This design comes from an exercise in tuning for small area on the open sky130 flow, not from production work. In this exercise RTL edits were held to simulation tests only and were not proved equivalent to the original. No activity file was given, so power comes from the tool's default toggle rates.

File: config.mk
export PLATFORM = sky130hd
export DESIGN_NAME = mips
export DESIGN_NICKNAME = mips
export VERILOG_FILES = /design/flow/design.v
export SDC_FILE = /design/flow/constraint.sdc
export NUM_CORES = 4
export LEC_CHECK = 0
export CAP_MARGIN = 20
export CORE_MARGIN = 2
export CORE_UTILIZATION = 40
export PLACE_DENSITY = 0.6
export SLEW_MARGIN = 20
File: constraint.sdc
create_clock -name core_clock -period 15.0 [get_ports {clk}]
set_input_delay 3.0000 -clock core_clock [delete_from_list [all_inputs] [get_ports {clk}]]
set_output_delay 3.0000 -clock core_clock [all_outputs]
set_load 0.01 [all_outputs]
File: design.v
module regfile(
		input [4:0] wr_num, input [31:0] wr_data, input wr_en,
		input [4:0] rd0_num, output [31:0] rd0_data,
		input [4:0] rd1_num, output [31:0] rd1_data,
		input clk, reset);
	parameter [31:0] sp_init = 0;
	parameter [31:0] ra_init = 0;
    wire [32*32-1:0] data;
    assign data[31:0] = 32'h00000000;
    genvar i;
    generate
        for (i = 1; i < 32; i = i + 1) begin : g_reg
            reg [31:0] q;
            if (i == 29 || i == 31) begin : g_rst
                always @(posedge clk or posedge reset)
                if(reset)
                    q <= (i == 29) ? sp_init : ra_init;
                else if(wr_en && wr_num == i)
                    q <= wr_data;
            end
            else begin : g_norst
                always @(posedge clk)
                if(wr_en && wr_num == i)
                    q <= wr_data;
            end
            assign data[i*32 +: 32] = q;
        end
    endgenerate
   	assign rd0_data = data[rd0_num*32 +: 32];
   	assign rd1_data = data[rd1_num*32 +: 32];
endmodule
module mips(
	input clk, reset,
    output [31:0] instr_addr,
    input [31:0] instr_in,
    output [31:0] data_addr,
    input [31:0] data_in,
    output logic [31:0] data_out,
    output logic [1:0] data_access_size,
    output data_rd_wr);
	parameter [31:0] pc_init = 0;
	parameter [31:0] sp_init = 0;
	parameter [31:0] ra_init = 0;
	localparam [1:0] sz_byte = 2'd0, sz_word = 2'd1, sz_4word = 2'd2, sz_8word = 2'd3;
	logic [31:0] pc, pc_4, pc_8;
	assign instr_addr = pc;
	logic [31:0] ir;
	logic [5:0] opcode, func;
	logic [4:0] rs, rt, rd, shift_amt;
	logic [15:0] imm;
	logic [25:0] target;
	assign opcode = ir[31:26];
	assign rs = ir[25:21];
	assign rt = ir[20:16];
	assign rd = ir[15:11];
	assign shift_amt = ir[10:6];
	assign func = ir[5:0];
	assign imm = ir[15:0];
	assign target = ir[25:0];
    logic [4:0] reg_rd_num0, reg_rd_num1;
    wire [31:0] reg_rd_data0, reg_rd_data1, rs_data, rt_data;
	assign reg_rd_num0 = ir[25:21];
	assign reg_rd_num1 = ir[20:16];
	assign rs_data = reg_rd_data0;
	assign rt_data = reg_rd_data1;
	logic set;
	logic [31:0] a, b, sign_ext_imm, alu_out, add, sub, shift, upper_imm, ext_data_in, zero;
	logic [63:0] mult;
	logic alu_src_a, alu_src_b;
	logic [1:0] alu_op;
	assign sign_ext_imm = {{16{ir[15]}},ir[15:0]};
	assign upper_imm = imm << 16;
	assign ext_data_in = {24'b0, data_in[7:0]};
	logic st_en;
	assign data_out = rt_data;
	assign data_rd_wr = ~st_en;
	logic mem_wr;
	logic [2:0] mem_to_reg;
 	assign data_addr = alu_out;
	assign st_en = (mem_wr && (state == me)) ? 1 : 0;
    logic [4:0] reg_wr_num;
    logic [31:0] reg_wr_data;
    logic reg_wr_en, reg_wr;
    logic [1:0] reg_dst;
    assign reg_wr = (reg_wr_en && (state==me || state==wb)) ? 1 : 0;
    logic [1:0] pc_src;
    logic [31:0] jump_target, branch_target, next_pc;	
    assign jump_target = {pc_4[31:28], target, 2'b00};
    assign branch_target = pc_4 + {{14{ir[15]}}, imm, 2'b0};
	localparam [2:0] init = 3'd0, fetch = 3'd1, id = 3'd2, ex = 3'd3, me = 3'd4, wb = 3'd5;
	logic [2:0] state;
    regfile #(.sp_init(sp_init), .ra_init(ra_init)) regs(
		.wr_num(reg_wr_num), .wr_data(reg_wr_data), .wr_en(reg_wr),
        .rd0_num(reg_rd_num0), .rd0_data(reg_rd_data0),
		.rd1_num(reg_rd_num1), .rd1_data(reg_rd_data1),
        .clk(clk), .reset(reset));
	assign reg_wr_data = (mem_to_reg==0) ? alu_out : (mem_to_reg==1) ? data_in : (mem_to_reg==2) ? set : (mem_to_reg==3) ? pc_8 : (mem_to_reg==4) ? upper_imm : ext_data_in;
	assign a = (alu_src_a) ? shift_amt : rs_data;
	assign b = (alu_src_b) ? rt_data : sign_ext_imm;
	assign reg_wr_num = (reg_dst==0) ? rt : (reg_dst==1) ? rd : 31;
	assign next_pc = (pc_src==0) ? pc_4 : (pc_src==1) ? jump_target : (pc_src==2) ? rs_data : branch_target;
	assign add = a + b;
	assign sub = a - b;
	assign mult = a * b;
	assign shift = b << a;
	always @(posedge clk or posedge reset) begin
		if(reset) begin
			reg_wr_en <= 0;
			pc <= pc_init;
			state <= init;
			alu_out <= 0;
			data_access_size <= sz_word;
		end
		else
			case(state)
				init: state <= fetch;
				fetch: begin
					reg_wr_en <= 0;
					data_access_size <= sz_word;
					state <= id;
				end
				id: begin
					case(opcode)
						6'b000000: begin  
							case(func)
								6'b000000: reg_wr_en <= 1;  
								6'b100001: reg_wr_en <= 1;  
								6'b100011: reg_wr_en <= 1;  
							endcase
						end
						6'b011100: begin  
							case(func)
								6'b000010: reg_wr_en <= 1;  
							endcase
						end
						6'b001001: reg_wr_en <= 1;  
						6'b001111: reg_wr_en <= 1;  
						6'b101000: data_access_size <= sz_byte;  
						6'b100011: reg_wr_en <= 1;  
						6'b100100: begin  
							reg_wr_en <= 1;
							data_access_size <= sz_byte;
						end
						6'b000011: reg_wr_en <= 1;  
						6'b001010: reg_wr_en <= 1;  
					endcase
					state <= ex;
				end
				ex: begin
					alu_out <= (alu_op==0) ? sub : (alu_op==1) ? add : (alu_op==2) ? mult : shift;
					state <= me;
				end
				me: begin
					pc <= next_pc;
					state <= wb;
				end
				wb: state <= fetch;
				default: begin
					reg_wr_en <= 0;
					state <= fetch;
				end
			endcase
	end
	always @(posedge clk) begin
		if(!reset)
			case(state)
				init: begin
				end
				fetch: begin
					ir <= instr_in;
					pc_4 <= pc + 4;
					pc_8 <= pc + 8;
					pc_src <= 0;
					mem_wr <= 0;
				end
				id: begin
					case(opcode)
						6'b000000: begin  
							case(func)
								6'b000000: begin  
									reg_dst <= 1;  
									mem_to_reg <= 0;  
									alu_src_a <= 1;  
									alu_src_b <= 1;  
									alu_op <= 3;  
								end
								6'b100001: begin  
									alu_op <= 1;
									mem_to_reg <= 0;  
									alu_src_a <= 0;  
									alu_src_b <= 1;  
									reg_dst <= 1;  
								end
								6'b100011: begin  
									alu_op <= 0;
									mem_to_reg <= 0;  
									alu_src_a <= 0;  
									alu_src_b <= 1;  
									reg_dst <= 1;  
								end
								6'b001000: begin  
									pc_src <= 2;  
								end
							endcase
						end
						6'b011100: begin  
							case(func)
								6'b000010: begin  
									alu_src_a <= 0;  
									alu_src_b <= 1;  
									alu_op <= 2;  
									reg_dst <= 1;  
									mem_to_reg <= 0;  
								end
							endcase
						end
						6'b001001: begin  
							alu_op <= 1;
							mem_to_reg <= 0;  
							alu_src_a <= 0;  
							alu_src_b <= 0;  
							reg_dst <= 0;  
						end
						6'b001111: begin  
							mem_to_reg <= 4;  
							reg_dst <= 0;  
						end
						6'b101011: begin  
							alu_src_a <= 0;  
							alu_src_b <= 0;  
							alu_op <= 1;  
							mem_wr <= 1;  
						end
						6'b101000: begin  
							alu_src_a <= 0;  
							alu_src_b <= 0;  
							alu_op <= 1;  
							mem_wr <= 1;  
						end
						6'b100011: begin  
							alu_op <= 1;  
							mem_to_reg <= 1;  
							alu_src_a <= 0;  
							alu_src_b <= 0;  
							mem_wr <= 0;  
							reg_dst <= 0;  
						end
						6'b100100: begin  
							alu_op <= 1;  
							alu_src_a <= 0;  
							alu_src_b <= 0;  
							mem_wr <= 0;  
							reg_dst <= 0;  
							mem_to_reg <= 5;  
						end
						6'b000010: begin  
							pc_src <= 1;  
						end
						6'b000011: begin  
							pc_src <= 1;  
							reg_dst <= 2;  
							mem_to_reg <= 3;  
						end
						6'b001010: begin  
							mem_to_reg <= 2;  
							set <= (rs_data < sign_ext_imm) ? 1 : 0;
							reg_dst <= 0;  
						end
						6'b000100: begin  
							pc_src <= (rs_data == rt_data) ? 3 : 0;  
						end
						6'b000101: begin  
							pc_src <= (rs_data != rt_data) ? 3 : 0;  
						end
					endcase
				end
				ex: begin
				end
				me: begin
				end
				wb: begin
				end
				default: begin
				end
			endcase
	end
endmodule
File: run.sh
#!/bin/bash
# synth_recipe.tcl (not shown) runs the flow's synth.tcl, then flattens the netlist and writes it again
# the make line also repeats each setting of config.mk as NAME=value (left out here)
make -C /OpenROAD-flow-scripts/flow DESIGN_CONFIG=/design/flow/config.mk WORK_HOME=/design/flow/orfs CLKGATE_MAP_FILE= SYNTH_SCRIPT=/design/flow/synth_recipe.tcl finish
==> impl_metrics.csv <==
group,metric,value,unit
outcome,status,"finished clean",
clock_tree,cts_setup_buffers,0,
routing,drc,0,
routing,vias,60170,
finish,fin_nets,7275,
place,port_buffers,163,
die,dieArea,203300,µm²
routing,drt_iter0_markers,9456,
place,gp_congestion,0.9788,
critical_path,path_common_cell,"fa_1",
synthesis,syn_inst,6467,
synthesis,synth.yosys.warnings,2,
routing,ant_nets,0,
synthesis,ys_seq_area_share,43.07,%
finish,area_growth,11.23,%
sta,fin_skew,74.94,ps
synthesis,synth.avg_cell_area,12.35,µm²
grt,grt_max_degree,130,
finish,regMostFlops,"regs.g.q",
die,initial_utilization,40.14,%
clock_tree,cts-htree-levels,3,
grt,grt_pass1_vias,59220,
hold_path,hp-class,"flip-flop to flip-flop",
synthesis,synth_ff_type,"edfxtp_1",
grt,grt_pass1_wl,459600,µm
flow_run,max_cap_viol_count,0,
clock_tree,cts_resized,0,
clock_tree,cts_buffer_depth,3,
grt,gr-usage-met1,42.39,%
critical_path,required,15720,ps
finish,fillers,18140,
sta,tns,0,ps
finish,regArea,34410,µm²
pwr,p_leak,0.03381,µW
critical_path,worstSetupStartpointType,"flip-flop",
critical_path,worstSetupEndpointType,"flip-flop",
grt,globalRouteMet3Util,9.274,%
clock_tree,clock_latency,830,ps
finish,drive_gt1_share,16.38,%
die,io_pins,165,
die,die_h,450.9,µm
synthesis,async_flop_share,11.39,%
grt,grt.busiest_layer,"met2",
critical_path,crit_type,"flip-flop to flip-flop",
place,dpl.hpwl,225400,µm
finish,stdcell_area,88860,µm²
clock_tree,clock_sinks,1168,
sta,tightest_slew,1386,ps
die,num_rows,164,
critical_path,critPathMaxStageDelay,930,ps
grt,grt_usage,31.95,%
sta,hold_viol,0,
sta,min_period,11900,ps
sta,worst_slack,3104,ps
grt,antenna_found_initial,22,
critical_path,cp_max_fo,83,
sta,timing.final.crit_share,79.31,%
die,core_area,199000,µm²
sta,timing.fmax,0.08406,GHz
finish,multiInputGateArea,41350,µm²
synthesis,ys_ff_latch,1168,
synthesis,synth_cell_types,121,
routing,drt-total-wl,329900,µm
sta,slew_headroom,7.267,%
sta,setup_viol,0,
sta,rsz0062_at_grt,"no",
critical_path,slowest_stage,"nand2_1",
sta,slew_viol_final,0,
critical_path,cp.arrival,12620,ps
synthesis,synth_fp_nets,7191,
clock_tree,ctsRootBufferMaster,"clkbuf_16",
pwr,p_per_area,80.45,nW/µm²
synthesis,syn_area,79890,µm²
place,dp_slack,3509,ps
routing,avgViaCountPerCell,6.462,
die,die_x,450.9,µm
clock_tree,hold_buffers,0,
place,place_area,84650,µm²
grt,grt-ovfl-total,0,
clock_tree,clk_pin_slew,70,ps
clock_tree,cts_buffers,119,
pwr,ir_worst_vdd,0.09964,mV
grt,use_met2,47.22,%
clock_tree,cts_tree,"built",
routing,first_pass_iters,8,
synthesis,synth_edf_count,1035,
finish,largest_register_ffs,992,
routing,wl_per_cell,35.43,µm
==> stage by stage <==
stage               util [%]  power, µW  hold slack, ps  cells
floorplan                  -       3786           470.7   6467
global placement       42.52       3962           473.7   9085
detailed placement     42.53       3967           469.0   9085
CTS                    44.63       7156           479.2   9309
global route           44.64       7308           513.9   9310
finish                 44.64       7149           482.6   9312
==> path summary, 6_finish.rpt <==
path / start / end / slack (ps) / cells past startpoint
setup / recovery: ir[21] / alu_out[30] / 3100 / 34
hold / removal: data_access_size[0] / data_access_size[0] / 480 / 2
setup reg to reg: ir[21] / alu_out[30] / 3100 / 34
hold reg to reg: data_access_size[0] / data_access_size[0] / 480 / 2
max in group asynchronous: reset / regs.g_reg[29].q[19] / 10540 / 3
min in group asynchronous: reset / alu_out[28] / 3020 / 2
==> layer usage <==
| layer | share of wire, % | routed length [µm] |
|---|---|---|
| met5 | 0.038 | 126 |
| met1 | 37 | 123000 |
| met3 | 13 | 42590 |
| met4 | 6.6 | 21630 |
| met2 | 43 | 142600 |
==> worst max-delay path, delay by kind of cell, from the launching register on <==
kind            cells  cell delay, ps
fa+ha+maj          10            4530
buf+inv             9            2520
mux                 1             630
xor+xnor            1             230
flops               1             400
compound gates      9            1920
simple gates        4            1380
==> power breakdown <==
group	leakage (µW)	internal, µW	total, µW	switching [µW]
logic	0.0207	139	308	169
registers	0.0111	3540	3600	57.2
clock network	0.00203	1860	3240	1380
==> cells by family (layout without fill, tap and decap cells) <==
kind of cell,after synthesis,count (layout),synth area share [%]
AOI/OAI and AO/OA,1062,1062,9.111
xor gates and xnor gates,212,212,2.445
adders and majority gates,658,658,14.17
buffers and inverters,1016,1203,5.895
DFF,1168,1168,43.07
muxes,781,781,16.47
other,1,3,0.004694
and+or+nand+nor,1569,1569,8.832
==> synth_stat cells, drive strengths merged, types with 35 or more instances <==
library cell / n / share of area, %
inv: 593 / 2.8
nand2: 488 / 2.3
clkbuf: 210 / 1.1
mux2: 160 / 2.3
nor2: 596 / 2.8
ha: 247 / 3.9
mux4: 401 / 11
buf: 194 / 1.9
xnor2: 144 / 1.6
o211ai: 35 / 0.33
nand3: 66 / 0.41
a221oi: 48 / 0.53
xor2: 61 / 0.67
nor3: 126 / 0.80
nor2b: 53 / 0.42
fa: 411 / 10
a22oi: 103 / 0.97
o21ai: 186 / 1.2
o31ai: 35 / 0.36
nand2b: 40 / 0.33
dfrtp: 132 / 4.1
a31oi: 39 / 0.31
a211oi: 35 / 0.34
and3: 36 / 0.29
o22ai: 44 / 0.35
a21oi: 246 / 1.6
mux2i: 220 / 2.8
a21o: 51 / 0.48
edfxtp: 1035 / 39
==> placed cells by master, fill, tap and decap left out, types with 28 or more instances in the layout <==
master and n:
a21o_1 50, a211oi_1 32, fa_1 411, mux2_2 159, a21oi_1 240, o211ai_1 35
mux2i_1 219, clkdlybuf4s50_1 163, or3_1 28, clkbuf_16 119, o31ai_1 30, edfxtp_1 1035
ha_1 247, nor2b_1 49, clkinv_1 34, dfrtp_1 132, buf_4 197, o22ai_1 41
mux4_1 31, xnor2_1 144, a221oi_1 48, nand2b_1 38, nand3_1 66, nand2_1 485
a31oi_1 37, a22oi_1 102, nor3_1 124, nor2_1 536, xor2_1 61, inv_1 584
and3_1 32, mux4_2 367, o21ai_0 167, nor2_4 39
==> final cells by class <==
cell class                 instances  area share [%]
multi-input combinational       4283           46.53
tap                             2656           3.740
inverter                         609           2.578
timing repair buffer             370           3.716
clock buffer                     150           3.606
sequential                      1168           38.73
antenna                            2        0.005633
clock inverter                    74           1.096

port drivers added, routing unchanged:
Ports are ideal in the flow. The routed layout listed here was re-timed in OpenROAD.
Step 1 sets driving cells, clkbuf_16 on the clock port and buf_2 on the other inputs (assumed; they add their load-dependent delay and slew).
Step 2 moves the port delays by t, midway between the first and last clock arrival at a register: inputs arrive t later, outputs are due t later. That takes back most of the time a late clock gives input paths.
a / b / c = ideal ports / drivers / drivers and shift; a / b = the first two.
t (ns): 0.875
setup slack, ns: 3.104 / 3.104 / 3.104
hold WS [ns]: 0.483 / 0.483 / 0.483
worst setup path at the end: register to register
cell pins on the clock port's net: 1
After both steps setup and hold are still met in this run. For this run, drivers alone change the setup slack by 0.000 ns; drivers and shift together by 0.000 ns.
